Source: an optimization exercise on an open RTL-to-GDS flow (aim: small area, a short achievable clock period and few clock cycles per item). Production flows keep margins and buffers that such runs may drop.
Function was not checked in any run shown here: the RTL went through the layout flow alone.
No activity file was given, so power comes from the tool's default toggle rates.

File: design.v
module popcount_pipe (
  input  logic         clk_i,
  input  logic [255:0] data_i,
  output logic [8:0]   count_o
);
  logic s0_1;
  logic c0_2;
  logic s0_3;
  logic c0_4;
  logic s0_5;
  logic c0_6;
  logic s0_7;
  logic c0_8;
  logic s0_9;
  logic c0_10;
  logic s0_11;
  logic c0_12;
  logic s0_13;
  logic c0_14;
  logic s0_15;
  logic c0_16;
  logic s0_17;
  logic c0_18;
  logic s0_19;
  logic c0_20;
  logic s0_21;
  logic c0_22;
  logic s0_23;
  logic c0_24;
  logic s0_25;
  logic c0_26;
  logic s0_27;
  logic c0_28;
  logic s0_29;
  logic c0_30;
  logic s0_31;
  logic c0_32;
  logic s0_33;
  logic c0_34;
  logic s0_35;
  logic c0_36;
  logic s0_37;
  logic c0_38;
  logic s0_39;
  logic c0_40;
  logic s0_41;
  logic c0_42;
  logic s0_43;
  logic c0_44;
  logic s0_45;
  logic c0_46;
  logic s0_47;
  logic c0_48;
  logic s0_49;
  logic c0_50;
  logic s0_51;
  logic c0_52;
  logic s0_53;
  logic c0_54;
  logic s0_55;
  logic c0_56;
  logic s0_57;
  logic c0_58;
  logic s0_59;
  logic c0_60;
  logic s0_61;
  logic c0_62;
  logic s0_63;
  logic c0_64;
  logic s0_65;
  logic c0_66;
  logic s0_67;
  logic c0_68;
  logic s0_69;
  logic c0_70;
  logic s0_71;
  logic c0_72;
  logic s0_73;
  logic c0_74;
  logic s0_75;
  logic c0_76;
  logic s0_77;
  logic c0_78;
  logic s0_79;
  logic c0_80;
  logic s0_81;
  logic c0_82;
  logic s0_83;
  logic c0_84;
  logic s0_85;
  logic c0_86;
  logic s0_87;
  logic c0_88;
  logic s0_89;
  logic c0_90;
  logic s0_91;
  logic c0_92;
  logic s0_93;
  logic c0_94;
  logic s0_95;
  logic c0_96;
  logic s0_97;
  logic c0_98;
  logic s0_99;
  logic c0_100;
  logic s0_101;
  logic c0_102;
  logic s0_103;
  logic c0_104;
  logic s0_105;
  logic c0_106;
  logic s0_107;
  logic c0_108;
  logic s0_109;
  logic c0_110;
  logic s0_111;
  logic c0_112;
  logic s0_113;
  logic c0_114;
  logic s0_115;
  logic c0_116;
  logic s0_117;
  logic c0_118;
  logic s0_119;
  logic c0_120;
  logic s0_121;
  logic c0_122;
  logic s0_123;
  logic c0_124;
  logic s0_125;
  logic c0_126;
  logic s0_127;
  logic c0_128;
  logic s0_129;
  logic c0_130;
  logic s0_131;
  logic c0_132;
  logic s0_133;
  logic c0_134;
  logic s0_135;
  logic c0_136;
  logic s0_137;
  logic c0_138;
  logic s0_139;
  logic c0_140;
  logic s0_141;
  logic c0_142;
  logic s0_143;
  logic c0_144;
  logic s0_145;
  logic c0_146;
  logic s0_147;
  logic c0_148;
  logic s0_149;
  logic c0_150;
  logic s0_151;
  logic c0_152;
  logic s0_153;
  logic c0_154;
  logic s0_155;
  logic c0_156;
  logic s0_157;
  logic c0_158;
  logic s0_159;
  logic c0_160;
  logic s0_161;
  logic c0_162;
  logic s0_163;
  logic c0_164;
  logic s0_165;
  logic c0_166;
  logic s0_167;
  logic c0_168;
  logic s0_169;
  logic c0_170;
  logic s0_171;
  logic c0_172;
  logic s0_173;
  logic c0_174;
  logic s0_175;
  logic c0_176;
  logic s0_177;
  logic c0_178;
  logic s0_179;
  logic c0_180;
  logic s0_181;
  logic c0_182;
  logic s0_183;
  logic c0_184;
  logic s0_185;
  logic c0_186;
  logic s0_187;
  logic c0_188;
  logic s0_189;
  logic c0_190;
  logic s0_191;
  logic c0_192;
  logic s0_193;
  logic c0_194;
  logic s0_195;
  logic c0_196;
  logic s0_197;
  logic c0_198;
  logic s0_199;
  logic c0_200;
  logic s0_201;
  logic c0_202;
  logic s0_203;
  logic c0_204;
  logic s0_205;
  logic c0_206;
  logic s0_207;
  logic c0_208;
  logic s0_209;
  logic c0_210;
  logic s0_211;
  logic c0_212;
  logic s0_213;
  logic c0_214;
  logic s0_215;
  logic c0_216;
  logic s0_217;
  logic c0_218;
  logic s0_219;
  logic c0_220;
  logic s0_221;
  logic c0_222;
  logic s0_223;
  logic c0_224;
  logic s0_225;
  logic c0_226;
  logic s0_227;
  logic c0_228;
  logic s0_229;
  logic c0_230;
  logic s0_231;
  logic c0_232;
  logic s0_233;
  logic c0_234;
  logic s0_235;
  logic c0_236;
  logic s0_237;
  logic c0_238;
  logic s0_239;
  logic c0_240;
  logic s0_241;
  logic c0_242;
  logic s0_243;
  logic c0_244;
  logic s0_245;
  logic c0_246;
  logic s0_247;
  logic c0_248;
  logic s0_249;
  logic c0_250;
  logic s0_251;
  logic c0_252;
  logic s0_253;
  logic c0_254;
  logic s0_255;
  logic c0_256;
  logic s0_257;
  logic c0_258;
  logic s0_259;
  logic c0_260;
  logic s0_261;
  logic c0_262;
  logic s0_263;
  logic c0_264;
  logic s0_265;
  logic c0_266;
  logic s0_267;
  logic c0_268;
  logic s0_269;
  logic c0_270;
  logic s0_271;
  logic c0_272;
  logic s0_273;
  logic c0_274;
  logic s0_275;
  logic c0_276;
  logic s0_277;
  logic c0_278;
  logic s0_279;
  logic c0_280;
  logic s0_281;
  logic c0_282;
  logic [114:0] p0_q;
  logic s1_283;
  logic c1_284;
  logic s1_285;
  logic c1_286;
  logic s1_287;
  logic c1_288;
  logic s1_289;
  logic c1_290;
  logic s1_291;
  logic c1_292;
  logic s1_293;
  logic c1_294;
  logic s1_295;
  logic c1_296;
  logic s1_297;
  logic c1_298;
  logic s1_299;
  logic c1_300;
  logic s1_301;
  logic c1_302;
  logic s1_303;
  logic c1_304;
  logic s1_305;
  logic c1_306;
  logic s1_307;
  logic c1_308;
  logic s1_309;
  logic c1_310;
  logic s1_311;
  logic c1_312;
  logic s1_313;
  logic c1_314;
  logic s1_315;
  logic c1_316;
  logic s1_317;
  logic c1_318;
  logic s1_319;
  logic c1_320;
  logic s1_321;
  logic c1_322;
  logic s1_323;
  logic c1_324;
  logic s1_325;
  logic c1_326;
  logic s1_327;
  logic c1_328;
  logic s1_329;
  logic c1_330;
  logic s1_331;
  logic c1_332;
  logic s1_333;
  logic c1_334;
  logic s1_335;
  logic c1_336;
  logic s1_337;
  logic c1_338;
  logic s1_339;
  logic c1_340;
  logic s1_341;
  logic c1_342;
  logic s1_343;
  logic c1_344;
  logic s1_345;
  logic c1_346;
  logic s1_347;
  logic c1_348;
  logic s1_349;
  logic c1_350;
  logic s1_351;
  logic c1_352;
  logic s1_353;
  logic c1_354;
  logic s1_355;
  logic c1_356;
  logic s1_357;
  logic c1_358;
  logic s1_359;
  logic c1_360;
  logic s1_361;
  logic c1_362;
  logic s1_363;
  logic c1_364;
  logic s1_365;
  logic c1_366;
  logic s1_367;
  logic c1_368;
  logic s1_369;
  logic c1_370;
  logic s1_371;
  logic c1_372;
  logic s1_373;
  logic c1_374;
  logic s1_375;
  logic c1_376;
  logic s1_377;
  logic c1_378;
  logic s1_379;
  logic c1_380;
  logic s1_381;
  logic c1_382;
  logic s1_383;
  logic c1_384;
  logic s1_385;
  logic c1_386;
  logic s1_387;
  logic c1_388;
  logic s1_389;
  logic c1_390;
  logic s1_391;
  logic c1_392;
  logic s1_393;
  logic c1_394;
  logic s1_395;
  logic c1_396;
  logic s1_397;
  logic c1_398;
  logic s1_399;
  logic c1_400;
  logic s1_401;
  logic c1_402;
  logic s1_403;
  logic c1_404;
  logic s1_405;
  logic c1_406;
  logic s1_407;
  logic c1_408;
  logic s1_409;
  logic c1_410;
  logic s1_411;
  logic c1_412;
  logic s1_413;
  logic c1_414;
  logic s1_415;
  logic c1_416;
  logic s1_417;
  logic c1_418;
  logic s1_419;
  logic c1_420;
  logic s1_421;
  logic c1_422;
  logic s1_423;
  logic c1_424;
  logic s1_425;
  logic c1_426;
  logic s1_427;
  logic c1_428;
  logic s1_429;
  logic c1_430;
  logic s1_431;
  logic c1_432;
  logic s1_433;
  logic c1_434;
  logic s1_435;
  logic c1_436;
  logic s1_437;
  logic c1_438;
  logic s1_439;
  logic c1_440;
  logic s1_441;
  logic c1_442;
  logic s1_443;
  logic c1_444;
  logic s1_445;
  logic c1_446;
  logic s1_447;
  logic c1_448;
  logic s1_449;
  logic c1_450;
  logic s1_451;
  logic c1_452;
  logic s1_453;
  logic c1_454;
  logic s1_455;
  logic c1_456;
  logic s1_457;
  logic c1_458;
  logic [26:0] p1_q;
  logic s2_459;
  logic c2_460;
  logic s2_461;
  logic c2_462;
  logic s2_463;
  logic c2_464;
  logic s2_465;
  logic c2_466;
  logic s2_467;
  logic c2_468;
  logic s2_469;
  logic c2_470;
  logic s2_471;
  logic c2_472;
  logic s2_473;
  logic c2_474;
  logic s2_475;
  logic c2_476;
  logic s2_477;
  logic c2_478;
  logic s2_479;
  logic c2_480;
  logic s2_481;
  logic c2_482;
  logic s2_483;
  logic c2_484;
  logic s2_485;
  logic c2_486;
  logic s2_487;
  logic c2_488;
  logic s2_489;
  logic c2_490;
  logic [10:0] p2_q;
  logic s3_491;
  logic c3_492;
  logic s3_493;
  logic c3_494;
  logic [8:0] row_a, row_b;
  fa u_fa2 (.a(data_i[0]), .b(data_i[1]), .c(data_i[2]), .s(s0_1), .co(c0_2));
  fa u_fa4 (.a(data_i[3]), .b(data_i[4]), .c(data_i[5]), .s(s0_3), .co(c0_4));
  fa u_fa6 (.a(data_i[6]), .b(data_i[7]), .c(data_i[8]), .s(s0_5), .co(c0_6));
  fa u_fa8 (.a(data_i[9]), .b(data_i[10]), .c(data_i[11]), .s(s0_7), .co(c0_8));
  fa u_fa10 (.a(data_i[12]), .b(data_i[13]), .c(data_i[14]), .s(s0_9), .co(c0_10));
  fa u_fa12 (.a(data_i[15]), .b(data_i[16]), .c(data_i[17]), .s(s0_11), .co(c0_12));
  fa u_fa14 (.a(data_i[18]), .b(data_i[19]), .c(data_i[20]), .s(s0_13), .co(c0_14));
  fa u_fa16 (.a(data_i[21]), .b(data_i[22]), .c(data_i[23]), .s(s0_15), .co(c0_16));
  fa u_fa18 (.a(data_i[24]), .b(data_i[25]), .c(data_i[26]), .s(s0_17), .co(c0_18));
  fa u_fa20 (.a(data_i[27]), .b(data_i[28]), .c(data_i[29]), .s(s0_19), .co(c0_20));
  fa u_fa22 (.a(data_i[30]), .b(data_i[31]), .c(data_i[32]), .s(s0_21), .co(c0_22));
  fa u_fa24 (.a(data_i[33]), .b(data_i[34]), .c(data_i[35]), .s(s0_23), .co(c0_24));
  fa u_fa26 (.a(data_i[36]), .b(data_i[37]), .c(data_i[38]), .s(s0_25), .co(c0_26));
  fa u_fa28 (.a(data_i[39]), .b(data_i[40]), .c(data_i[41]), .s(s0_27), .co(c0_28));
  fa u_fa30 (.a(data_i[42]), .b(data_i[43]), .c(data_i[44]), .s(s0_29), .co(c0_30));
  fa u_fa32 (.a(data_i[45]), .b(data_i[46]), .c(data_i[47]), .s(s0_31), .co(c0_32));
  fa u_fa34 (.a(data_i[48]), .b(data_i[49]), .c(data_i[50]), .s(s0_33), .co(c0_34));
  fa u_fa36 (.a(data_i[51]), .b(data_i[52]), .c(data_i[53]), .s(s0_35), .co(c0_36));
  fa u_fa38 (.a(data_i[54]), .b(data_i[55]), .c(data_i[56]), .s(s0_37), .co(c0_38));
  fa u_fa40 (.a(data_i[57]), .b(data_i[58]), .c(data_i[59]), .s(s0_39), .co(c0_40));
  fa u_fa42 (.a(data_i[60]), .b(data_i[61]), .c(data_i[62]), .s(s0_41), .co(c0_42));
  fa u_fa44 (.a(data_i[63]), .b(data_i[64]), .c(data_i[65]), .s(s0_43), .co(c0_44));
  fa u_fa46 (.a(data_i[66]), .b(data_i[67]), .c(data_i[68]), .s(s0_45), .co(c0_46));
  fa u_fa48 (.a(data_i[69]), .b(data_i[70]), .c(data_i[71]), .s(s0_47), .co(c0_48));
  fa u_fa50 (.a(data_i[72]), .b(data_i[73]), .c(data_i[74]), .s(s0_49), .co(c0_50));
  fa u_fa52 (.a(data_i[75]), .b(data_i[76]), .c(data_i[77]), .s(s0_51), .co(c0_52));
  fa u_fa54 (.a(data_i[78]), .b(data_i[79]), .c(data_i[80]), .s(s0_53), .co(c0_54));
  fa u_fa56 (.a(data_i[81]), .b(data_i[82]), .c(data_i[83]), .s(s0_55), .co(c0_56));
  fa u_fa58 (.a(data_i[84]), .b(data_i[85]), .c(data_i[86]), .s(s0_57), .co(c0_58));
  fa u_fa60 (.a(data_i[87]), .b(data_i[88]), .c(data_i[89]), .s(s0_59), .co(c0_60));
  fa u_fa62 (.a(data_i[90]), .b(data_i[91]), .c(data_i[92]), .s(s0_61), .co(c0_62));
  fa u_fa64 (.a(data_i[93]), .b(data_i[94]), .c(data_i[95]), .s(s0_63), .co(c0_64));
  fa u_fa66 (.a(data_i[96]), .b(data_i[97]), .c(data_i[98]), .s(s0_65), .co(c0_66));
  fa u_fa68 (.a(data_i[99]), .b(data_i[100]), .c(data_i[101]), .s(s0_67), .co(c0_68));
  fa u_fa70 (.a(data_i[102]), .b(data_i[103]), .c(data_i[104]), .s(s0_69), .co(c0_70));
  fa u_fa72 (.a(data_i[105]), .b(data_i[106]), .c(data_i[107]), .s(s0_71), .co(c0_72));
  fa u_fa74 (.a(data_i[108]), .b(data_i[109]), .c(data_i[110]), .s(s0_73), .co(c0_74));
  fa u_fa76 (.a(data_i[111]), .b(data_i[112]), .c(data_i[113]), .s(s0_75), .co(c0_76));
  fa u_fa78 (.a(data_i[114]), .b(data_i[115]), .c(data_i[116]), .s(s0_77), .co(c0_78));
  fa u_fa80 (.a(data_i[117]), .b(data_i[118]), .c(data_i[119]), .s(s0_79), .co(c0_80));
  fa u_fa82 (.a(data_i[120]), .b(data_i[121]), .c(data_i[122]), .s(s0_81), .co(c0_82));
  fa u_fa84 (.a(data_i[123]), .b(data_i[124]), .c(data_i[125]), .s(s0_83), .co(c0_84));
  fa u_fa86 (.a(data_i[126]), .b(data_i[127]), .c(data_i[128]), .s(s0_85), .co(c0_86));
  fa u_fa88 (.a(data_i[129]), .b(data_i[130]), .c(data_i[131]), .s(s0_87), .co(c0_88));
  fa u_fa90 (.a(data_i[132]), .b(data_i[133]), .c(data_i[134]), .s(s0_89), .co(c0_90));
  fa u_fa92 (.a(data_i[135]), .b(data_i[136]), .c(data_i[137]), .s(s0_91), .co(c0_92));
  fa u_fa94 (.a(data_i[138]), .b(data_i[139]), .c(data_i[140]), .s(s0_93), .co(c0_94));
  fa u_fa96 (.a(data_i[141]), .b(data_i[142]), .c(data_i[143]), .s(s0_95), .co(c0_96));
  fa u_fa98 (.a(data_i[144]), .b(data_i[145]), .c(data_i[146]), .s(s0_97), .co(c0_98));
  fa u_fa100 (.a(data_i[147]), .b(data_i[148]), .c(data_i[149]), .s(s0_99), .co(c0_100));
  fa u_fa102 (.a(data_i[150]), .b(data_i[151]), .c(data_i[152]), .s(s0_101), .co(c0_102));
  fa u_fa104 (.a(data_i[153]), .b(data_i[154]), .c(data_i[155]), .s(s0_103), .co(c0_104));
  fa u_fa106 (.a(data_i[156]), .b(data_i[157]), .c(data_i[158]), .s(s0_105), .co(c0_106));
  fa u_fa108 (.a(data_i[159]), .b(data_i[160]), .c(data_i[161]), .s(s0_107), .co(c0_108));
  fa u_fa110 (.a(data_i[162]), .b(data_i[163]), .c(data_i[164]), .s(s0_109), .co(c0_110));
  fa u_fa112 (.a(data_i[165]), .b(data_i[166]), .c(data_i[167]), .s(s0_111), .co(c0_112));
  fa u_fa114 (.a(data_i[168]), .b(data_i[169]), .c(data_i[170]), .s(s0_113), .co(c0_114));
  fa u_fa116 (.a(data_i[171]), .b(data_i[172]), .c(data_i[173]), .s(s0_115), .co(c0_116));
  fa u_fa118 (.a(data_i[174]), .b(data_i[175]), .c(data_i[176]), .s(s0_117), .co(c0_118));
  fa u_fa120 (.a(data_i[177]), .b(data_i[178]), .c(data_i[179]), .s(s0_119), .co(c0_120));
  fa u_fa122 (.a(data_i[180]), .b(data_i[181]), .c(data_i[182]), .s(s0_121), .co(c0_122));
  fa u_fa124 (.a(data_i[183]), .b(data_i[184]), .c(data_i[185]), .s(s0_123), .co(c0_124));
  fa u_fa126 (.a(data_i[186]), .b(data_i[187]), .c(data_i[188]), .s(s0_125), .co(c0_126));
  fa u_fa128 (.a(data_i[189]), .b(data_i[190]), .c(data_i[191]), .s(s0_127), .co(c0_128));
  fa u_fa130 (.a(data_i[192]), .b(data_i[193]), .c(data_i[194]), .s(s0_129), .co(c0_130));
  fa u_fa132 (.a(data_i[195]), .b(data_i[196]), .c(data_i[197]), .s(s0_131), .co(c0_132));
  fa u_fa134 (.a(data_i[198]), .b(data_i[199]), .c(data_i[200]), .s(s0_133), .co(c0_134));
  fa u_fa136 (.a(data_i[201]), .b(data_i[202]), .c(data_i[203]), .s(s0_135), .co(c0_136));
  fa u_fa138 (.a(data_i[204]), .b(data_i[205]), .c(data_i[206]), .s(s0_137), .co(c0_138));
  fa u_fa140 (.a(data_i[207]), .b(data_i[208]), .c(data_i[209]), .s(s0_139), .co(c0_140));
  fa u_fa142 (.a(data_i[210]), .b(data_i[211]), .c(data_i[212]), .s(s0_141), .co(c0_142));
  fa u_fa144 (.a(data_i[213]), .b(data_i[214]), .c(data_i[215]), .s(s0_143), .co(c0_144));
  fa u_fa146 (.a(data_i[216]), .b(data_i[217]), .c(data_i[218]), .s(s0_145), .co(c0_146));
  fa u_fa148 (.a(data_i[219]), .b(data_i[220]), .c(data_i[221]), .s(s0_147), .co(c0_148));
  fa u_fa150 (.a(data_i[222]), .b(data_i[223]), .c(data_i[224]), .s(s0_149), .co(c0_150));
  fa u_fa152 (.a(data_i[225]), .b(data_i[226]), .c(data_i[227]), .s(s0_151), .co(c0_152));
  fa u_fa154 (.a(data_i[228]), .b(data_i[229]), .c(data_i[230]), .s(s0_153), .co(c0_154));
  fa u_fa156 (.a(data_i[231]), .b(data_i[232]), .c(data_i[233]), .s(s0_155), .co(c0_156));
  fa u_fa158 (.a(data_i[234]), .b(data_i[235]), .c(data_i[236]), .s(s0_157), .co(c0_158));
  fa u_fa160 (.a(data_i[237]), .b(data_i[238]), .c(data_i[239]), .s(s0_159), .co(c0_160));
  fa u_fa162 (.a(data_i[240]), .b(data_i[241]), .c(data_i[242]), .s(s0_161), .co(c0_162));
  fa u_fa164 (.a(data_i[243]), .b(data_i[244]), .c(data_i[245]), .s(s0_163), .co(c0_164));
  fa u_fa166 (.a(data_i[246]), .b(data_i[247]), .c(data_i[248]), .s(s0_165), .co(c0_166));
  fa u_fa168 (.a(data_i[249]), .b(data_i[250]), .c(data_i[251]), .s(s0_167), .co(c0_168));
  fa u_fa170 (.a(data_i[252]), .b(data_i[253]), .c(data_i[254]), .s(s0_169), .co(c0_170));
  fa u_fa172 (.a(data_i[255]), .b(s0_1), .c(s0_3), .s(s0_171), .co(c0_172));
  fa u_fa174 (.a(s0_5), .b(s0_7), .c(s0_9), .s(s0_173), .co(c0_174));
  fa u_fa176 (.a(s0_11), .b(s0_13), .c(s0_15), .s(s0_175), .co(c0_176));
  fa u_fa178 (.a(s0_17), .b(s0_19), .c(s0_21), .s(s0_177), .co(c0_178));
  fa u_fa180 (.a(s0_23), .b(s0_25), .c(s0_27), .s(s0_179), .co(c0_180));
  fa u_fa182 (.a(s0_29), .b(s0_31), .c(s0_33), .s(s0_181), .co(c0_182));
  fa u_fa184 (.a(s0_35), .b(s0_37), .c(s0_39), .s(s0_183), .co(c0_184));
  fa u_fa186 (.a(s0_41), .b(s0_43), .c(s0_45), .s(s0_185), .co(c0_186));
  fa u_fa188 (.a(s0_47), .b(s0_49), .c(s0_51), .s(s0_187), .co(c0_188));
  fa u_fa190 (.a(s0_53), .b(s0_55), .c(s0_57), .s(s0_189), .co(c0_190));
  fa u_fa192 (.a(s0_59), .b(s0_61), .c(s0_63), .s(s0_191), .co(c0_192));
  fa u_fa194 (.a(s0_65), .b(s0_67), .c(s0_69), .s(s0_193), .co(c0_194));
  fa u_fa196 (.a(s0_71), .b(s0_73), .c(s0_75), .s(s0_195), .co(c0_196));
  fa u_fa198 (.a(s0_77), .b(s0_79), .c(s0_81), .s(s0_197), .co(c0_198));
  fa u_fa200 (.a(s0_83), .b(s0_85), .c(s0_87), .s(s0_199), .co(c0_200));
  fa u_fa202 (.a(s0_89), .b(s0_91), .c(s0_93), .s(s0_201), .co(c0_202));
  fa u_fa204 (.a(s0_95), .b(s0_97), .c(s0_99), .s(s0_203), .co(c0_204));
  fa u_fa206 (.a(s0_101), .b(s0_103), .c(s0_105), .s(s0_205), .co(c0_206));
  fa u_fa208 (.a(s0_107), .b(s0_109), .c(s0_111), .s(s0_207), .co(c0_208));
  fa u_fa210 (.a(s0_113), .b(s0_115), .c(s0_117), .s(s0_209), .co(c0_210));
  fa u_fa212 (.a(s0_119), .b(s0_121), .c(s0_123), .s(s0_211), .co(c0_212));
  fa u_fa214 (.a(s0_125), .b(s0_127), .c(s0_129), .s(s0_213), .co(c0_214));
  fa u_fa216 (.a(s0_131), .b(s0_133), .c(s0_135), .s(s0_215), .co(c0_216));
  fa u_fa218 (.a(s0_137), .b(s0_139), .c(s0_141), .s(s0_217), .co(c0_218));
  fa u_fa220 (.a(s0_143), .b(s0_145), .c(s0_147), .s(s0_219), .co(c0_220));
  fa u_fa222 (.a(s0_149), .b(s0_151), .c(s0_153), .s(s0_221), .co(c0_222));
  fa u_fa224 (.a(s0_155), .b(s0_157), .c(s0_159), .s(s0_223), .co(c0_224));
  fa u_fa226 (.a(s0_161), .b(s0_163), .c(s0_165), .s(s0_225), .co(c0_226));
  fa u_fa228 (.a(c0_2), .b(c0_4), .c(c0_6), .s(s0_227), .co(c0_228));
  fa u_fa230 (.a(c0_8), .b(c0_10), .c(c0_12), .s(s0_229), .co(c0_230));
  fa u_fa232 (.a(c0_14), .b(c0_16), .c(c0_18), .s(s0_231), .co(c0_232));
  fa u_fa234 (.a(c0_20), .b(c0_22), .c(c0_24), .s(s0_233), .co(c0_234));
  fa u_fa236 (.a(c0_26), .b(c0_28), .c(c0_30), .s(s0_235), .co(c0_236));
  fa u_fa238 (.a(c0_32), .b(c0_34), .c(c0_36), .s(s0_237), .co(c0_238));
  fa u_fa240 (.a(c0_38), .b(c0_40), .c(c0_42), .s(s0_239), .co(c0_240));
  fa u_fa242 (.a(c0_44), .b(c0_46), .c(c0_48), .s(s0_241), .co(c0_242));
  fa u_fa244 (.a(c0_50), .b(c0_52), .c(c0_54), .s(s0_243), .co(c0_244));
  fa u_fa246 (.a(c0_56), .b(c0_58), .c(c0_60), .s(s0_245), .co(c0_246));
  fa u_fa248 (.a(c0_62), .b(c0_64), .c(c0_66), .s(s0_247), .co(c0_248));
  fa u_fa250 (.a(c0_68), .b(c0_70), .c(c0_72), .s(s0_249), .co(c0_250));
  fa u_fa252 (.a(c0_74), .b(c0_76), .c(c0_78), .s(s0_251), .co(c0_252));
  fa u_fa254 (.a(c0_80), .b(c0_82), .c(c0_84), .s(s0_253), .co(c0_254));
  fa u_fa256 (.a(c0_86), .b(c0_88), .c(c0_90), .s(s0_255), .co(c0_256));
  fa u_fa258 (.a(c0_92), .b(c0_94), .c(c0_96), .s(s0_257), .co(c0_258));
  fa u_fa260 (.a(c0_98), .b(c0_100), .c(c0_102), .s(s0_259), .co(c0_260));
  fa u_fa262 (.a(c0_104), .b(c0_106), .c(c0_108), .s(s0_261), .co(c0_262));
  fa u_fa264 (.a(c0_110), .b(c0_112), .c(c0_114), .s(s0_263), .co(c0_264));
  fa u_fa266 (.a(c0_116), .b(c0_118), .c(c0_120), .s(s0_265), .co(c0_266));
  fa u_fa268 (.a(c0_122), .b(c0_124), .c(c0_126), .s(s0_267), .co(c0_268));
  fa u_fa270 (.a(c0_128), .b(c0_130), .c(c0_132), .s(s0_269), .co(c0_270));
  fa u_fa272 (.a(c0_134), .b(c0_136), .c(c0_138), .s(s0_271), .co(c0_272));
  fa u_fa274 (.a(c0_140), .b(c0_142), .c(c0_144), .s(s0_273), .co(c0_274));
  fa u_fa276 (.a(c0_146), .b(c0_148), .c(c0_150), .s(s0_275), .co(c0_276));
  fa u_fa278 (.a(c0_152), .b(c0_154), .c(c0_156), .s(s0_277), .co(c0_278));
  fa u_fa280 (.a(c0_158), .b(c0_160), .c(c0_162), .s(s0_279), .co(c0_280));
  fa u_fa282 (.a(c0_164), .b(c0_166), .c(c0_168), .s(s0_281), .co(c0_282));
  fa u_fa284 (.a(p0_q[0]), .b(p0_q[1]), .c(p0_q[2]), .s(s1_283), .co(c1_284));
  fa u_fa286 (.a(p0_q[3]), .b(p0_q[4]), .c(p0_q[5]), .s(s1_285), .co(c1_286));
  fa u_fa288 (.a(p0_q[6]), .b(p0_q[7]), .c(p0_q[8]), .s(s1_287), .co(c1_288));
  fa u_fa290 (.a(p0_q[9]), .b(p0_q[10]), .c(p0_q[11]), .s(s1_289), .co(c1_290));
  fa u_fa292 (.a(p0_q[12]), .b(p0_q[13]), .c(p0_q[14]), .s(s1_291), .co(c1_292));
  fa u_fa294 (.a(p0_q[15]), .b(p0_q[16]), .c(p0_q[17]), .s(s1_293), .co(c1_294));
  fa u_fa296 (.a(p0_q[18]), .b(p0_q[19]), .c(p0_q[20]), .s(s1_295), .co(c1_296));
  fa u_fa298 (.a(p0_q[21]), .b(p0_q[22]), .c(p0_q[23]), .s(s1_297), .co(c1_298));
  fa u_fa300 (.a(p0_q[24]), .b(p0_q[25]), .c(p0_q[26]), .s(s1_299), .co(c1_300));
  fa u_fa302 (.a(p0_q[27]), .b(p0_q[28]), .c(p0_q[29]), .s(s1_301), .co(c1_302));
  fa u_fa304 (.a(s1_283), .b(s1_285), .c(s1_287), .s(s1_303), .co(c1_304));
  fa u_fa306 (.a(s1_289), .b(s1_291), .c(s1_293), .s(s1_305), .co(c1_306));
  fa u_fa308 (.a(s1_295), .b(s1_297), .c(s1_299), .s(s1_307), .co(c1_308));
  fa u_fa310 (.a(s1_301), .b(s1_303), .c(s1_305), .s(s1_309), .co(c1_310));
  fa u_fa312 (.a(p0_q[30]), .b(p0_q[31]), .c(p0_q[32]), .s(s1_311), .co(c1_312));
  fa u_fa314 (.a(p0_q[33]), .b(p0_q[34]), .c(p0_q[35]), .s(s1_313), .co(c1_314));
  fa u_fa316 (.a(p0_q[36]), .b(p0_q[37]), .c(p0_q[38]), .s(s1_315), .co(c1_316));
  fa u_fa318 (.a(p0_q[39]), .b(p0_q[40]), .c(p0_q[41]), .s(s1_317), .co(c1_318));
  fa u_fa320 (.a(p0_q[42]), .b(p0_q[43]), .c(p0_q[44]), .s(s1_319), .co(c1_320));
  fa u_fa322 (.a(p0_q[45]), .b(p0_q[46]), .c(p0_q[47]), .s(s1_321), .co(c1_322));
  fa u_fa324 (.a(p0_q[48]), .b(p0_q[49]), .c(p0_q[50]), .s(s1_323), .co(c1_324));
  fa u_fa326 (.a(p0_q[51]), .b(p0_q[52]), .c(p0_q[53]), .s(s1_325), .co(c1_326));
  fa u_fa328 (.a(p0_q[54]), .b(p0_q[55]), .c(p0_q[56]), .s(s1_327), .co(c1_328));
  fa u_fa330 (.a(p0_q[57]), .b(p0_q[58]), .c(p0_q[59]), .s(s1_329), .co(c1_330));
  fa u_fa332 (.a(p0_q[60]), .b(p0_q[61]), .c(p0_q[62]), .s(s1_331), .co(c1_332));
  fa u_fa334 (.a(p0_q[63]), .b(p0_q[64]), .c(p0_q[65]), .s(s1_333), .co(c1_334));
  fa u_fa336 (.a(p0_q[66]), .b(p0_q[67]), .c(p0_q[68]), .s(s1_335), .co(c1_336));
  fa u_fa338 (.a(p0_q[69]), .b(p0_q[70]), .c(p0_q[71]), .s(s1_337), .co(c1_338));
  fa u_fa340 (.a(p0_q[72]), .b(p0_q[73]), .c(p0_q[74]), .s(s1_339), .co(c1_340));
  fa u_fa342 (.a(p0_q[75]), .b(p0_q[76]), .c(p0_q[77]), .s(s1_341), .co(c1_342));
  fa u_fa344 (.a(p0_q[78]), .b(p0_q[79]), .c(p0_q[80]), .s(s1_343), .co(c1_344));
  fa u_fa346 (.a(p0_q[81]), .b(p0_q[82]), .c(p0_q[83]), .s(s1_345), .co(c1_346));
  fa u_fa348 (.a(p0_q[84]), .b(p0_q[85]), .c(p0_q[86]), .s(s1_347), .co(c1_348));
  fa u_fa350 (.a(c1_284), .b(c1_286), .c(c1_288), .s(s1_349), .co(c1_350));
  fa u_fa352 (.a(c1_290), .b(c1_292), .c(c1_294), .s(s1_351), .co(c1_352));
  fa u_fa354 (.a(c1_296), .b(c1_298), .c(c1_300), .s(s1_353), .co(c1_354));
  fa u_fa356 (.a(c1_302), .b(s1_311), .c(s1_313), .s(s1_355), .co(c1_356));
  fa u_fa358 (.a(s1_315), .b(s1_317), .c(s1_319), .s(s1_357), .co(c1_358));
  fa u_fa360 (.a(s1_321), .b(s1_323), .c(s1_325), .s(s1_359), .co(c1_360));
  fa u_fa362 (.a(s1_327), .b(s1_329), .c(s1_331), .s(s1_361), .co(c1_362));
  fa u_fa364 (.a(s1_333), .b(s1_335), .c(s1_337), .s(s1_363), .co(c1_364));
  fa u_fa366 (.a(s1_339), .b(s1_341), .c(s1_343), .s(s1_365), .co(c1_366));
  fa u_fa368 (.a(s1_345), .b(s1_347), .c(c1_304), .s(s1_367), .co(c1_368));
  fa u_fa370 (.a(s1_349), .b(c1_306), .c(s1_351), .s(s1_369), .co(c1_370));
  fa u_fa372 (.a(c1_308), .b(s1_353), .c(s1_355), .s(s1_371), .co(c1_372));
  fa u_fa374 (.a(s1_357), .b(s1_359), .c(s1_361), .s(s1_373), .co(c1_374));
  fa u_fa376 (.a(s1_363), .b(s1_365), .c(s1_367), .s(s1_375), .co(c1_376));
  fa u_fa378 (.a(c1_310), .b(s1_369), .c(s1_371), .s(s1_377), .co(c1_378));
  fa u_fa380 (.a(p0_q[87]), .b(p0_q[88]), .c(p0_q[89]), .s(s1_379), .co(c1_380));
  fa u_fa382 (.a(p0_q[90]), .b(p0_q[91]), .c(p0_q[92]), .s(s1_381), .co(c1_382));
  fa u_fa384 (.a(p0_q[93]), .b(p0_q[94]), .c(p0_q[95]), .s(s1_383), .co(c1_384));
  fa u_fa386 (.a(p0_q[96]), .b(p0_q[97]), .c(p0_q[98]), .s(s1_385), .co(c1_386));
  fa u_fa388 (.a(p0_q[99]), .b(p0_q[100]), .c(p0_q[101]), .s(s1_387), .co(c1_388));
  fa u_fa390 (.a(p0_q[102]), .b(p0_q[103]), .c(p0_q[104]), .s(s1_389), .co(c1_390));
  fa u_fa392 (.a(p0_q[105]), .b(p0_q[106]), .c(p0_q[107]), .s(s1_391), .co(c1_392));
  fa u_fa394 (.a(p0_q[108]), .b(p0_q[109]), .c(p0_q[110]), .s(s1_393), .co(c1_394));
  fa u_fa396 (.a(p0_q[111]), .b(p0_q[112]), .c(p0_q[113]), .s(s1_395), .co(c1_396));
  fa u_fa398 (.a(p0_q[114]), .b(c1_312), .c(c1_314), .s(s1_397), .co(c1_398));
  fa u_fa400 (.a(c1_316), .b(c1_318), .c(c1_320), .s(s1_399), .co(c1_400));
  fa u_fa402 (.a(c1_322), .b(c1_324), .c(c1_326), .s(s1_401), .co(c1_402));
  fa u_fa404 (.a(c1_328), .b(c1_330), .c(c1_332), .s(s1_403), .co(c1_404));
  fa u_fa406 (.a(c1_334), .b(c1_336), .c(c1_338), .s(s1_405), .co(c1_406));
  fa u_fa408 (.a(c1_340), .b(c1_342), .c(c1_344), .s(s1_407), .co(c1_408));
  fa u_fa410 (.a(c1_346), .b(c1_348), .c(s1_379), .s(s1_409), .co(c1_410));
  fa u_fa412 (.a(s1_381), .b(s1_383), .c(s1_385), .s(s1_411), .co(c1_412));
  fa u_fa414 (.a(s1_387), .b(s1_389), .c(s1_391), .s(s1_413), .co(c1_414));
  fa u_fa416 (.a(s1_393), .b(s1_395), .c(c1_350), .s(s1_415), .co(c1_416));
  fa u_fa418 (.a(c1_352), .b(c1_354), .c(s1_397), .s(s1_417), .co(c1_418));
  fa u_fa420 (.a(c1_356), .b(c1_358), .c(s1_399), .s(s1_419), .co(c1_420));
  fa u_fa422 (.a(c1_360), .b(s1_401), .c(c1_362), .s(s1_421), .co(c1_422));
  fa u_fa424 (.a(s1_403), .b(c1_364), .c(s1_405), .s(s1_423), .co(c1_424));
  fa u_fa426 (.a(c1_366), .b(s1_407), .c(s1_409), .s(s1_425), .co(c1_426));
  fa u_fa428 (.a(s1_411), .b(s1_413), .c(c1_368), .s(s1_427), .co(c1_428));
  fa u_fa430 (.a(s1_415), .b(c1_370), .c(s1_417), .s(s1_429), .co(c1_430));
  fa u_fa432 (.a(c1_372), .b(s1_419), .c(c1_374), .s(s1_431), .co(c1_432));
  fa u_fa434 (.a(s1_421), .b(s1_423), .c(s1_425), .s(s1_433), .co(c1_434));
  fa u_fa436 (.a(c1_380), .b(c1_382), .c(c1_384), .s(s1_435), .co(c1_436));
  fa u_fa438 (.a(c1_386), .b(c1_388), .c(c1_390), .s(s1_437), .co(c1_438));
  fa u_fa440 (.a(c1_392), .b(c1_394), .c(c1_396), .s(s1_439), .co(c1_440));
  fa u_fa442 (.a(c1_398), .b(c1_400), .c(c1_402), .s(s1_441), .co(c1_442));
  fa u_fa444 (.a(c1_404), .b(c1_410), .c(c1_406), .s(s1_443), .co(c1_444));
  fa u_fa446 (.a(c1_408), .b(s1_435), .c(c1_412), .s(s1_445), .co(c1_446));
  fa u_fa448 (.a(s1_437), .b(c1_414), .c(s1_439), .s(s1_447), .co(c1_448));
  fa u_fa450 (.a(c1_416), .b(c1_418), .c(c1_420), .s(s1_449), .co(c1_450));
  fa u_fa452 (.a(s1_441), .b(c1_422), .c(s1_443), .s(s1_451), .co(c1_452));
  fa u_fa454 (.a(c1_424), .b(c1_426), .c(s1_445), .s(s1_453), .co(c1_454));
  fa u_fa456 (.a(c1_436), .b(c1_438), .c(c1_440), .s(s1_455), .co(c1_456));
  fa u_fa458 (.a(c1_442), .b(c1_444), .c(c1_446), .s(s1_457), .co(c1_458));
  fa u_fa460 (.a(p1_q[2]), .b(p1_q[3]), .c(p1_q[4]), .s(s2_459), .co(c2_460));
  fa u_fa462 (.a(p1_q[5]), .b(p1_q[6]), .c(p1_q[7]), .s(s2_461), .co(c2_462));
  fa u_fa464 (.a(p1_q[8]), .b(p1_q[9]), .c(p1_q[10]), .s(s2_463), .co(c2_464));
  fa u_fa466 (.a(c2_460), .b(s2_461), .c(s2_463), .s(s2_465), .co(c2_466));
  fa u_fa468 (.a(p1_q[11]), .b(p1_q[12]), .c(p1_q[13]), .s(s2_467), .co(c2_468));
  fa u_fa470 (.a(p1_q[14]), .b(p1_q[15]), .c(p1_q[16]), .s(s2_469), .co(c2_470));
  fa u_fa472 (.a(p1_q[17]), .b(p1_q[18]), .c(c2_462), .s(s2_471), .co(c2_472));
  fa u_fa474 (.a(c2_464), .b(s2_467), .c(s2_469), .s(s2_473), .co(c2_474));
  fa u_fa476 (.a(s2_471), .b(c2_466), .c(s2_473), .s(s2_475), .co(c2_476));
  fa u_fa478 (.a(p1_q[19]), .b(p1_q[20]), .c(p1_q[21]), .s(s2_477), .co(c2_478));
  fa u_fa480 (.a(p1_q[22]), .b(p1_q[23]), .c(p1_q[24]), .s(s2_479), .co(c2_480));
  fa u_fa482 (.a(c2_468), .b(c2_470), .c(s2_477), .s(s2_481), .co(c2_482));
  fa u_fa484 (.a(s2_479), .b(c2_472), .c(c2_474), .s(s2_483), .co(c2_484));
  fa u_fa486 (.a(s2_481), .b(c2_476), .c(s2_483), .s(s2_485), .co(c2_486));
  fa u_fa488 (.a(p1_q[25]), .b(p1_q[26]), .c(c2_478), .s(s2_487), .co(c2_488));
  fa u_fa490 (.a(c2_480), .b(c2_482), .c(s2_487), .s(s2_489), .co(c2_490));
  fa u_fa492 (.a(p2_q[6]), .b(p2_q[7]), .c(p2_q[8]), .s(s3_491), .co(c3_492));
  fa u_fa494 (.a(p2_q[9]), .b(p2_q[10]), .c(c3_492), .s(s3_493), .co(c3_494));
  assign row_a = {1'b0, c3_494, s3_493, s3_491, p2_q[5], p2_q[4], p2_q[3], p2_q[2], p2_q[0]};
  assign row_b = {1'b0, 1'b0, 1'b0, 1'b0, 1'b0, 1'b0, 1'b0, 1'b0, p2_q[1]};
  assign count_o = row_a + row_b;
  always_ff @(posedge clk_i) begin
    p0_q[0] <= s0_173;
    p0_q[1] <= s0_175;
    p0_q[2] <= s0_177;
    p0_q[3] <= s0_179;
    p0_q[4] <= s0_181;
    p0_q[5] <= s0_183;
    p0_q[6] <= s0_185;
    p0_q[7] <= s0_187;
    p0_q[8] <= s0_189;
    p0_q[9] <= s0_171;
    p0_q[10] <= s0_191;
    p0_q[11] <= s0_193;
    p0_q[12] <= s0_195;
    p0_q[13] <= s0_197;
    p0_q[14] <= s0_199;
    p0_q[15] <= s0_201;
    p0_q[16] <= s0_203;
    p0_q[17] <= s0_205;
    p0_q[18] <= s0_207;
    p0_q[19] <= s0_209;
    p0_q[20] <= s0_211;
    p0_q[21] <= s0_213;
    p0_q[22] <= s0_215;
    p0_q[23] <= s0_217;
    p0_q[24] <= s0_219;
    p0_q[25] <= s0_221;
    p0_q[26] <= s0_223;
    p0_q[27] <= s0_225;
    p0_q[28] <= s0_167;
    p0_q[29] <= s0_169;
    p0_q[30] <= s0_227;
    p0_q[31] <= c0_174;
    p0_q[32] <= s0_229;
    p0_q[33] <= c0_176;
    p0_q[34] <= s0_231;
    p0_q[35] <= c0_178;
    p0_q[36] <= s0_233;
    p0_q[37] <= c0_180;
    p0_q[38] <= s0_235;
    p0_q[39] <= c0_182;
    p0_q[40] <= s0_237;
    p0_q[41] <= c0_184;
    p0_q[42] <= s0_239;
    p0_q[43] <= c0_186;
    p0_q[44] <= s0_241;
    p0_q[45] <= c0_188;
    p0_q[46] <= s0_243;
    p0_q[47] <= c0_190;
    p0_q[48] <= s0_245;
    p0_q[49] <= c0_172;
    p0_q[50] <= c0_192;
    p0_q[51] <= s0_247;
    p0_q[52] <= c0_194;
    p0_q[53] <= s0_249;
    p0_q[54] <= c0_196;
    p0_q[55] <= s0_251;
    p0_q[56] <= c0_198;
    p0_q[57] <= s0_253;
    p0_q[58] <= c0_200;
    p0_q[59] <= s0_255;
    p0_q[60] <= c0_202;
    p0_q[61] <= s0_257;
    p0_q[62] <= c0_204;
    p0_q[63] <= s0_259;
    p0_q[64] <= c0_206;
    p0_q[65] <= s0_261;
    p0_q[66] <= c0_208;
    p0_q[67] <= s0_263;
    p0_q[68] <= c0_210;
    p0_q[69] <= s0_265;
    p0_q[70] <= c0_212;
    p0_q[71] <= s0_267;
    p0_q[72] <= c0_214;
    p0_q[73] <= s0_269;
    p0_q[74] <= c0_216;
    p0_q[75] <= s0_271;
    p0_q[76] <= c0_218;
    p0_q[77] <= s0_273;
    p0_q[78] <= c0_220;
    p0_q[79] <= s0_275;
    p0_q[80] <= c0_222;
    p0_q[81] <= s0_277;
    p0_q[82] <= c0_224;
    p0_q[83] <= s0_279;
    p0_q[84] <= c0_226;
    p0_q[85] <= s0_281;
    p0_q[86] <= c0_170;
    p0_q[87] <= c0_228;
    p0_q[88] <= c0_230;
    p0_q[89] <= c0_232;
    p0_q[90] <= c0_234;
    p0_q[91] <= c0_236;
    p0_q[92] <= c0_238;
    p0_q[93] <= c0_240;
    p0_q[94] <= c0_242;
    p0_q[95] <= c0_244;
    p0_q[96] <= c0_246;
    p0_q[97] <= c0_248;
    p0_q[98] <= c0_250;
    p0_q[99] <= c0_252;
    p0_q[100] <= c0_254;
    p0_q[101] <= c0_256;
    p0_q[102] <= c0_258;
    p0_q[103] <= c0_260;
    p0_q[104] <= c0_262;
    p0_q[105] <= c0_264;
    p0_q[106] <= c0_266;
    p0_q[107] <= c0_268;
    p0_q[108] <= c0_270;
    p0_q[109] <= c0_272;
    p0_q[110] <= c0_274;
    p0_q[111] <= c0_276;
    p0_q[112] <= c0_278;
    p0_q[113] <= c0_280;
    p0_q[114] <= c0_282;
  end
  always_ff @(posedge clk_i) begin
    p1_q[0] <= s1_309;
    p1_q[1] <= s1_307;
    p1_q[2] <= s1_373;
    p1_q[3] <= s1_377;
    p1_q[4] <= s1_375;
    p1_q[5] <= s1_431;
    p1_q[6] <= s1_429;
    p1_q[7] <= s1_427;
    p1_q[8] <= c1_378;
    p1_q[9] <= s1_433;
    p1_q[10] <= c1_376;
    p1_q[11] <= c1_432;
    p1_q[12] <= s1_451;
    p1_q[13] <= s1_449;
    p1_q[14] <= c1_430;
    p1_q[15] <= c1_428;
    p1_q[16] <= c1_434;
    p1_q[17] <= s1_453;
    p1_q[18] <= s1_447;
    p1_q[19] <= c1_452;
    p1_q[20] <= s1_457;
    p1_q[21] <= c1_450;
    p1_q[22] <= s1_455;
    p1_q[23] <= c1_454;
    p1_q[24] <= c1_448;
    p1_q[25] <= c1_458;
    p1_q[26] <= c1_456;
  end
  always_ff @(posedge clk_i) begin
    p2_q[0] <= p1_q[0];
    p2_q[1] <= p1_q[1];
    p2_q[2] <= s2_459;
    p2_q[3] <= s2_465;
    p2_q[4] <= s2_475;
    p2_q[5] <= s2_485;
    p2_q[6] <= s2_489;
    p2_q[7] <= c2_486;
    p2_q[8] <= c2_484;
    p2_q[9] <= c2_488;
    p2_q[10] <= c2_490;
  end
endmodule
module fa (
  input  logic a, b, c,
  output logic s, co
);
  assign s  = a ^ b ^ c;
  assign co = (a & b) | (c & (a ^ b));
endmodule
module popcount256 (
  input  logic         clk_i,
  input  logic         rst_ni,
  input  logic         valid_i,
  input  logic [255:0] data_i,
  output logic         valid_o,
  output logic [8:0]   popcount_o
);
  localparam integer Latency = 4;
  logic [8:0] count;
  popcount_pipe u_popcount (
    .clk_i  (clk_i),
    .data_i (data_i),
    .count_o(count)
  );
  logic [Latency-1:0] valid_q;
  always_ff @(posedge clk_i or negedge rst_ni) begin
    if (!rst_ni) begin
      valid_q <= '0;
    end else begin
      valid_q <= {valid_q[Latency-2:0], valid_i};
    end
  end
  assign valid_o = valid_q[Latency-1];
  always_ff @(posedge clk_i) begin
    popcount_o <= count;
  end
endmodule
File: constraint.sdc
create_clock -name core_clock -period 9.5 [get_ports {clk_i}]
set_input_delay 1.9000 -clock core_clock [delete_from_list [all_inputs] [get_ports {clk_i}]]
set_output_delay 1.9000 -clock core_clock [all_outputs]
set_load 0.01 [all_outputs]
File: config.mk
export PLATFORM = sky130hd
export DESIGN_NAME = popcount256
export DESIGN_NICKNAME = popcount256
export VERILOG_FILES = /design/flow/design.v
export SDC_FILE = /design/flow/constraint.sdc
export NUM_CORES = 4
export LEC_CHECK = 0
export CAP_MARGIN = 20
export CORE_MARGIN = 2
export CORE_UTILIZATION = 55
export SLEW_MARGIN = 20
export SYNTH_HIERARCHICAL = 1
export BUFFER_PORTS_ARGS = -buffer_cell sky130_fd_sc_hd__buf_1
export CTS_ARGS = -sink_clustering_enable -repair_clock_nets -dont_use_dummy_load -buf_list sky130_fd_sc_hd__clkbuf_8
File: flow/run.sh
#!/bin/bash
# Own layout flow: the standard ORFS flow (standard.sh, standard synthesis
# unchanged), with sky130 buf_1 cells as the port buffers and a clock tree
# built without dummy balancing loads. Each tool's output is in the ORFS logs
# (orfs/logs/...); make's own output goes to standard.log.
set -euo pipefail
cat >> config.mk <<'EOF2'
export BUFFER_PORTS_ARGS = -buffer_cell sky130_fd_sc_hd__buf_1
export CTS_ARGS = -sink_clustering_enable -repair_clock_nets -dont_use_dummy_load -buf_list sky130_fd_sc_hd__clkbuf_8
EOF2
bash standard.sh finish > standard.log 2>&1
File: standard.sh
#!/bin/bash
# synth_recipe.tcl (not shown) runs the flow's synth.tcl, then flattens the netlist and writes it again
# the make line also repeats each setting of config.mk as NAME=value (left out here)
make -C /OpenROAD-flow-scripts/flow DESIGN_CONFIG=/design/flow/config.mk WORK_HOME=/design/flow/orfs CLKGATE_MAP_FILE= SYNTH_SCRIPT=/design/flow/synth_recipe.tcl "${@:-finish}"
==> results of run 1 <==
[per-module statistics from Yosys (local to each module, per instance)]
module	copies in the design	area (um2)	cells inside	flip-flops and latches
popcount_pipe	1	3190	170	153
popcount256	1	280	13	13
fa	247	20.0	1	0
[through the flow]
stage	cell area (um2)	hold WS (ns)	total power (W)	setup WS [ns]	std cells
after floorplan	8410	0.310	0.00232	6.51	430
after global placement	9650	0.314	0.00290	6.31	886
after detailed placement	9650	0.315	0.00294	6.31	886
after CTS	9890	0.320	0.00331	6.65	903
after global routing	9890	0.328	0.00362	6.63	903
final	9890	0.316	0.00321	6.69	903
[logic make-up (layout without fill, tap and decap cells)]
| family | count (synthesis) | in the layout | synth area share, % |
|---|---|---|---|
| xor+xnor | 6 | 6 | 0.625 |
| buf+inv | 0 | 285 | 0 |
| simple gates | 9 | 9 | 0.565 |
| fa+ha+maj | 249 | 249 | 59.1 |
| flops | 166 | 166 | 39.7 |
[worst paths after layout]
kind | start | endpoint | slack (ns) | cells after the start
max | valid_q[3] | valid_o | 6.69 | 1
min | u_popcount.p1_q[1] | u_popcount.p2_q[1] | 0.32 | 0
max reg2reg | u_popcount.p0_q[54] | u_popcount.p1_q[9] | 7.00 | 4
min reg2reg | u_popcount.p1_q[1] | u_popcount.p2_q[1] | 0.32 | 0
max in group asynchronous | rst_ni | valid_q[1] | 8.06 | 1
min in group asynchronous | rst_ni | valid_q[3] | 1.27 | 1
[cell usage in the layout, fill, tap and decap left out]
| cell type | count |
|---|---|
| and3_1 | 1 |
| and4_1 | 1 |
| buf_1 | 268 |
| clkbuf_8 | 17 |
| dfrtp_1 | 4 |
| dfxtp_1 | 162 |
| fa_1 | 247 |
| ha_1 | 2 |
| nand2_1 | 2 |
| nand3_1 | 3 |
| nand4_1 | 1 |
| nor2_1 | 1 |
| xnor2_1 | 5 |
| xor2_1 | 1 |
[layer usage]
layer | global-route usage [%] | vias to the layer above | share of wire [%]
met5 | 0 | - | 0
met4 | 4.46 | 0 | 0.85
met3 | 4.34 | 9 | 5.5
met2 | 33.3 | 150 | 52
met1 | 26.0 | 2128 | 42
li1 | - | 1870 | -
[cell type report]
cell class | instances | area (um2)
timing repair buffer | 268 | 1010
fill | 1166 | 5200
tap | 188 | 235
multi-input combinational | 264 | 5070
clock buffer | 17 | 234
sequential | 166 | 3340
[where the power goes]
part	total (W)	switching (W)	leakage [nW]	internal (W)
clock network	0.000360	0.000202	0.122	0.000158
registers	0.00114	0.000128	1.41	0.00101
logic	0.00171	0.000883	2.17	0.000826
total	0.00321	0.00121	3.70	0.00199
[state kept, by name, summed over array words and instances, names as in the netlist]
name             cells
popcount_o           9
u_popcount.p0_q    115
u_popcount.p2_q     11
valid_q              4
u_popcount.p1_q     27
==> summary.txt, run 1 <==
status complete, no violations; number of global-route vias before repair 5020; routed vias/inst 4.60; P&R area growth vs syn 17.5%; post-cts hold buffer count 0; post-synth top area share 58.8%; DRT Pass-1 Iters 4; share of cells above drive strength 1 2.38%; cell taking the most area after synthesis fa_1; crit path time final 2.81 ns; Post-CTS Resized 0; gr usage total 19.4%; RSZ-0062 raised after global routing false; CORE AREA 15100 um2; number of enable flip-flop cells after synthesis 0; Net Count, Synth ~940; first-pass GRT wire length roughly 23 mm; Max VDD drop approximately 0.00017 V; initial core utilization 55.8%; Residual DRC 0; most frequent cell after synthesis fa_1; worst-case clock buffer depth 2; HP Class register to register; WL/cell 15.3 um; grt total ovfl 0; CP delay by family, top flip-flops; Setup Skew about 0.023 ns; Req. time, crit path 7.60 ns; slowest stage delay, CP approximately 0.36 ns; fin. max-slew vios 0; cts bufs inserted 17; Syn Inst Count 430; Crit. End Element output pin; crit path cell chain buf_1; largest net degree at the start of global routing 17; kind of critical path register to output pin; Main synth FF type dfxtp_1; n_diodes 0; DIE AREA 16300 um2; Layout Nets 1225; P_leak around 3.7 nW; Worst-Skew Late Latency roughly 0.44 ns; Routed Antenna Nets 0; synth unique cells 12; number of synthesized register bits approximately 170; initial antenna violation count 0; Syn. warnings 8; Crit path arrival time approximately 0.91 ns; CP max stage cell dfrtp_1; CTS sink cnt 166; I/O Buffers 268; element type at the critical path start register; Fin. Hold Viols 0; post-layout util 65.5%; final WL between 10 and 15 mm; Rows 45; via count 4157; Syn Std Cell Area 8410 um2; Slew @ Worst Pin approximately 0.24 ns; Post-synth ARST share between 2 and 2.5%; ranking of synthesized cells by area fa_1 59%, dfxtp_1 39%, dfrtp_1 1.2%; commonest cells in the netlist 247 x fa_1, 162 x dfxtp_1, 5 x xnor2_1, 4 x dfrtp_1, 3 x nand3_1; fmax 356 MHz; Max-cap violations 0; clock slew at reported path FFs 0.08 ns; GPL Wtd Cong around 0.79; Chip Width 128 um; post-route clock period utilization 29.6%; endpoints failing setup 0; Die Ht ~130 um; Max-slew headroom 83.7%; setup TNS 0 ns; IO Pins 269; number of buffers and inverters on the critical path 1; power per cell area 324 nW/um2; H-tree levels 4; Seq/Total Area, Yosys 39.7%; Setup Fix Bufs, Post-CTS 0; CTS tree built; CTS Root Cell clkbuf_8; drt initial violations 78; hpwl dp between 10 and 15 mm; worst-path fanout max 1; Mapped Avg Cell Area 19.6 um2
==> run 2: changes to the inputs <==
==> flow/run.sh (replaced) <==
#!/bin/bash
# Own layout flow: the standard ORFS flow (standard.sh, standard synthesis
# unchanged), with sky130 buf_1 cells as the port buffers (buf_2 on the
# outputs, flow/pre_resize.tcl) and a clock tree
# built without dummy balancing loads. Each tool's output is in the ORFS logs
# (orfs/logs/...); make's own output goes to standard.log.
set -euo pipefail
cat >> config.mk <<EOF2
export BUFFER_PORTS_ARGS = -buffer_cell sky130_fd_sc_hd__buf_1
export PRE_RESIZE_TCL = $PWD/flow/pre_resize.tcl
export CTS_ARGS = -sink_clustering_enable -repair_clock_nets -dont_use_dummy_load -buf_list sky130_fd_sc_hd__clkbuf_8
EOF2
bash standard.sh finish > standard.log 2>&1
==> flow/pre_resize.tcl (new file) <==
# Drive each output port with a buf_2 instead of the buf_1 that
# buffer_ports gave it (outputs see 10 fF and an output delay).
foreach bterm [[ord::get_db_block] getBTerms] {
  if { [$bterm getIoType] != "OUTPUT" } { continue }
  foreach it [[$bterm getNet] getITerms] {
    if { [$it isOutputSignal] } {
      set inst [$it getInst]
      if { [[$inst getMaster] getName] == "sky130_fd_sc_hd__buf_1" } {
        replace_cell [$inst getName] sky130_fd_sc_hd__buf_2
      }
    }
  }
}
--- a/config.mk
+++ b/config.mk
@@ -11,4 +11,5 @@
 export SLEW_MARGIN = 20
 export SYNTH_HIERARCHICAL = 1
 export BUFFER_PORTS_ARGS = -buffer_cell sky130_fd_sc_hd__buf_1
+export PRE_RESIZE_TCL = /design/flow/flow/pre_resize.tcl
 export CTS_ARGS = -sink_clustering_enable -repair_clock_nets -dont_use_dummy_load -buf_list sky130_fd_sc_hd__clkbuf_8
==> run 2 against run 1 <==
Still clean; routed wire length grew 0.26%; maximum frequency shrank 0.37%; combinational power is essentially flat.
==> summary.txt, run 2 <==
Die Ht 128 um (unchanged); power per cell area 326 nW/um2 (+0.59%); commonest cells in the netlist 247 x fa_1, 162 x dfxtp_1, 5 x xnor2_1, 4 x dfrtp_1, 3 x nand3_1; P_leak 3.73 nW (+0.79%); fin cells 903 (unchanged); Max VDD drop 0.000174 V (+0.13%); Max-slew headroom 84.4% (+0.77 points); Rows 45 (unchanged); DIE AREA 16300 um2 (unchanged); Layout Nets 1225 (unchanged); Crit. End Element output pin; cts bufs inserted 17 (unchanged); initial antenna violation count 0 (unchanged); r2r setup slk 7.00 ns (about the same); setup TNS 0 ns (unchanged); CTS tree built; dpl cells 886 (unchanged); number of synthesized register bits 166 (unchanged); Slew @ Worst Pin 0.233 ns (-0.0115 ns); Syn Std Cell Area 8410 um2 (unchanged); number of enable flip-flop cells after synthesis 0 (unchanged); Worst-Skew Late Latency 0.44 ns (about the same); hold endpoint u_popcount.p2_q[1]; fin. max-slew vios 0 (unchanged); Fin. Hold Viols 0 (unchanged); number of global-route vias before repair 4977 (-0.86%); Setup Skew 0.0248 ns (+0.00178 ns); Req. time, crit path 7.60 ns (about the same); number of buffers and inverters on the critical path 1 (unchanged); ranking of synthesized cells by area fa_1 59%, dfxtp_1 39%, dfrtp_1 1.2%; post-layout util 65.6% (+0.083 points); Worst R2R Start u_popcount.p0_q[0]; post-synth top area share 58.8% (unchanged); post-route clock period utilization 29.7% (+0.11 points); worst-case clock buffer depth 2 (unchanged); H-tree levels 4 (unchanged); gr usage total 19.5% (+0.10 points); Residual DRC 0 (unchanged); Syn Inst Count 430 (unchanged); Chip Width 128 um (unchanged); commonest non-fill, non-tap cell in the layout buf_1; most frequent cells in the layout 258 x buf_1, 247 x fa_1, 162 x dfxtp_1; largest net degree at the start of global routing 17 (unchanged); Crit path arrival time 0.92 ns (about the same); via count 4162 (+0.12%); crit path cell chain buf_2; RSZ-0062 raised after global routing false; Post-CTS Resized 0 (unchanged); crit path time final 2.82 ns (+0.0105 ns); Routed Antenna Nets 0 (unchanged); initial core utilization 55.8% (unchanged); P&R area growth vs syn 17.7%; IO Pins 269 (unchanged); n_diodes 0 (unchanged); CP max stage cell dfrtp_1; biggest regs u_popcount.p0_q x115, u_popcount.p1_q x27, u_popcount.p2_q x11; most frequent cell after synthesis fa_1; routed vias/inst 4.61 (+0.12%); status complete, no violations; hold slack 0.327 ns (+0.0113 ns); Max-cap violations 0 (unchanged); worst-path fanout max 1 (unchanged); Top reg by flops u_popcount.p0_q; Hold Startpoint u_popcount.p1_q[1]; clock slew at reported path FFs 0.08 ns (about the same); r2r endpoint u_popcount.p1_q[3]; Post-synth ARST share 2.41% (unchanged); Net Count, Synth 938 (unchanged); fmax 354 MHz (-0.37%); cell taking the most area after synthesis fa_1; Setup Fix Bufs, Post-CTS 0 (unchanged); slowest stage delay, CP 0.36 ns (about the same); Syn. warnings 8 (unchanged); kind of critical path register to output pin; grt total ovfl 0 (unchanged); cell count of the worst reg-to-reg path 4 (unchanged); Largest register FFs 115 (unchanged); DRT Pass-1 Iters 4 (unchanged); first-pass GRT wire length 23.3 mm (+0.33%); hpwl dp 12.9 mm (+0.33%); Placement Setup Slack 6.31 ns (+0.000920 ns); CTS Root Cell clkbuf_8; I/O Buffers 268 (unchanged); CTS sink cnt 166 (unchanged); HP Class register to register; Seq/Total Area, Yosys 39.7% (unchanged); CORE AREA 15100 um2 (unchanged); WL/cell 15.4 um (+0.26%); drt initial violations 105 (+35%); endpoints failing setup 0 (unchanged); Final Worst Setup Slack 6.68 ns (-0.0105 ns); Mapped Avg Cell Area 19.6 um2 (unchanged); element type at the critical path start register; Fillers 1150 (-1.4%); post-cts hold buffer count 0 (unchanged); GPL Wtd Cong 0.786 (unchanged); share of cells above drive strength 1 3.78% (+1.4 points); Main synth FF type dfxtp_1; final WL 13.9 mm (+0.26%); CP delay by family, top flip-flops; Worst Hold Depth 0 (unchanged); synth unique cells 12 (unchanged)
[run 2: cell count changes in the layout (fill, tap and decap cells not counted)]
| cell | previous run | this run |
|---|---|---|
| buf_1 | 268 | 258 |
| buf_2 | 0 | 10 |
[run 2: worst max path at each step]
stage	from	end	slack, ns	depth (start not counted)
6_report	valid_q[3]	valid_o	6.68	1
5_1_grt	valid_q[3]	valid_o	6.62	1
4_1_cts	valid_q[3]	valid_o	6.63	1
3_5_place_dp	data_i[0]	u_popcount.p0_q[9]	6.31	3
3_3_place_gp	data_i[0]	u_popcount.p0_q[9]	6.31	3
2_1_floorplan	data_i[6]	u_popcount.p0_q[0]	6.51	2
[run 2: routing by layer]
metal	track usage [%]	wire, um	vias up
met5	0	0	-
met4	4.27	120	0
li1	-	-	1873
met3	4.67	804	10
met2	33.3	7170	147
met1	26.1	5790	2132
[run 2: stage by stage]
step           power, W  cell area [um2]
2_1_floorplan   0.00232             8410
3_3_place_gp    0.00290             9650
3_5_place_dp    0.00295             9670
4_1_cts         0.00332             9900
5_1_grt         0.00365             9900
6_report        0.00323             9900
[run 2: Yosys stat by module (local to each module, per instance)]
module         flops+latches  cells inside  times used  area (um2)
fa                         0             1         247        20.0
popcount256               13            13           1         280
popcount_pipe            153           170           1        3190
[run 2: report_power, final]
| group | internal, W | switching [W] |
|---|---|---|
| Combinational | 0.000841 | 0.000893 |
| Sequential | 0.00101 | 0.000128 |
| Clock | 0.000158 | 0.000201 |
[run 2: logic make-up after synthesis]
group | synth area share (%)
xor gates and xnor gates | 0.625
adders and majority gates | 59.1
DFF | 39.7
and+or+nand+nor | 0.565
[run 2: final cells by class]
| class | instances | area, um2 | area share, % |
|---|---|---|---|
| Clock buffer | 17 | 234 | 2.36 |
| Multi-Input combinational cell | 264 | 5070 | 51.2 |
| Tap cell | 188 | 235 | 2.38 |
| Timing Repair Buffer | 268 | 1020 | 10.3 |
| Sequential cell | 166 | 3340 | 33.8 |
[run 2: worst reg2reg max path: cells and delay by family (launching register included)]
kind	cells	cell delay [ns]
flip-flops	1	0.33
adder cells (fa/ha/maj)	4	2.03

static timing again, ports no longer ideal:
Ports are ideal in the flow. The routed layouts listed here were re-timed in OpenROAD.
Step 1, drivers: a clkbuf_16 drives clk_i and a buf_2 each remaining input, both assumed.
Step 2, shift: input delay + t, output delay - t, t = (earliest + latest rising clock arrival at the registers) / 2. This alone moves slack from input paths to output paths.
Three values: ideal ports, drivers, drivers and shift; two values: the first two.
run	t, ns	setup WS [ns]	worst setup path at the end	worst data-port slew with drivers (ns)
run 1	0.465	6.687 / 6.651 / 6.289	input to register	0.04
run 2	0.459	6.677 / 6.642 / 6.302	input to register	0.03
After both steps setup and hold are still met in every run listed. For run 1, which loses most, drivers alone change the setup slack by -0.036 ns; drivers and shift together by -0.398 ns.
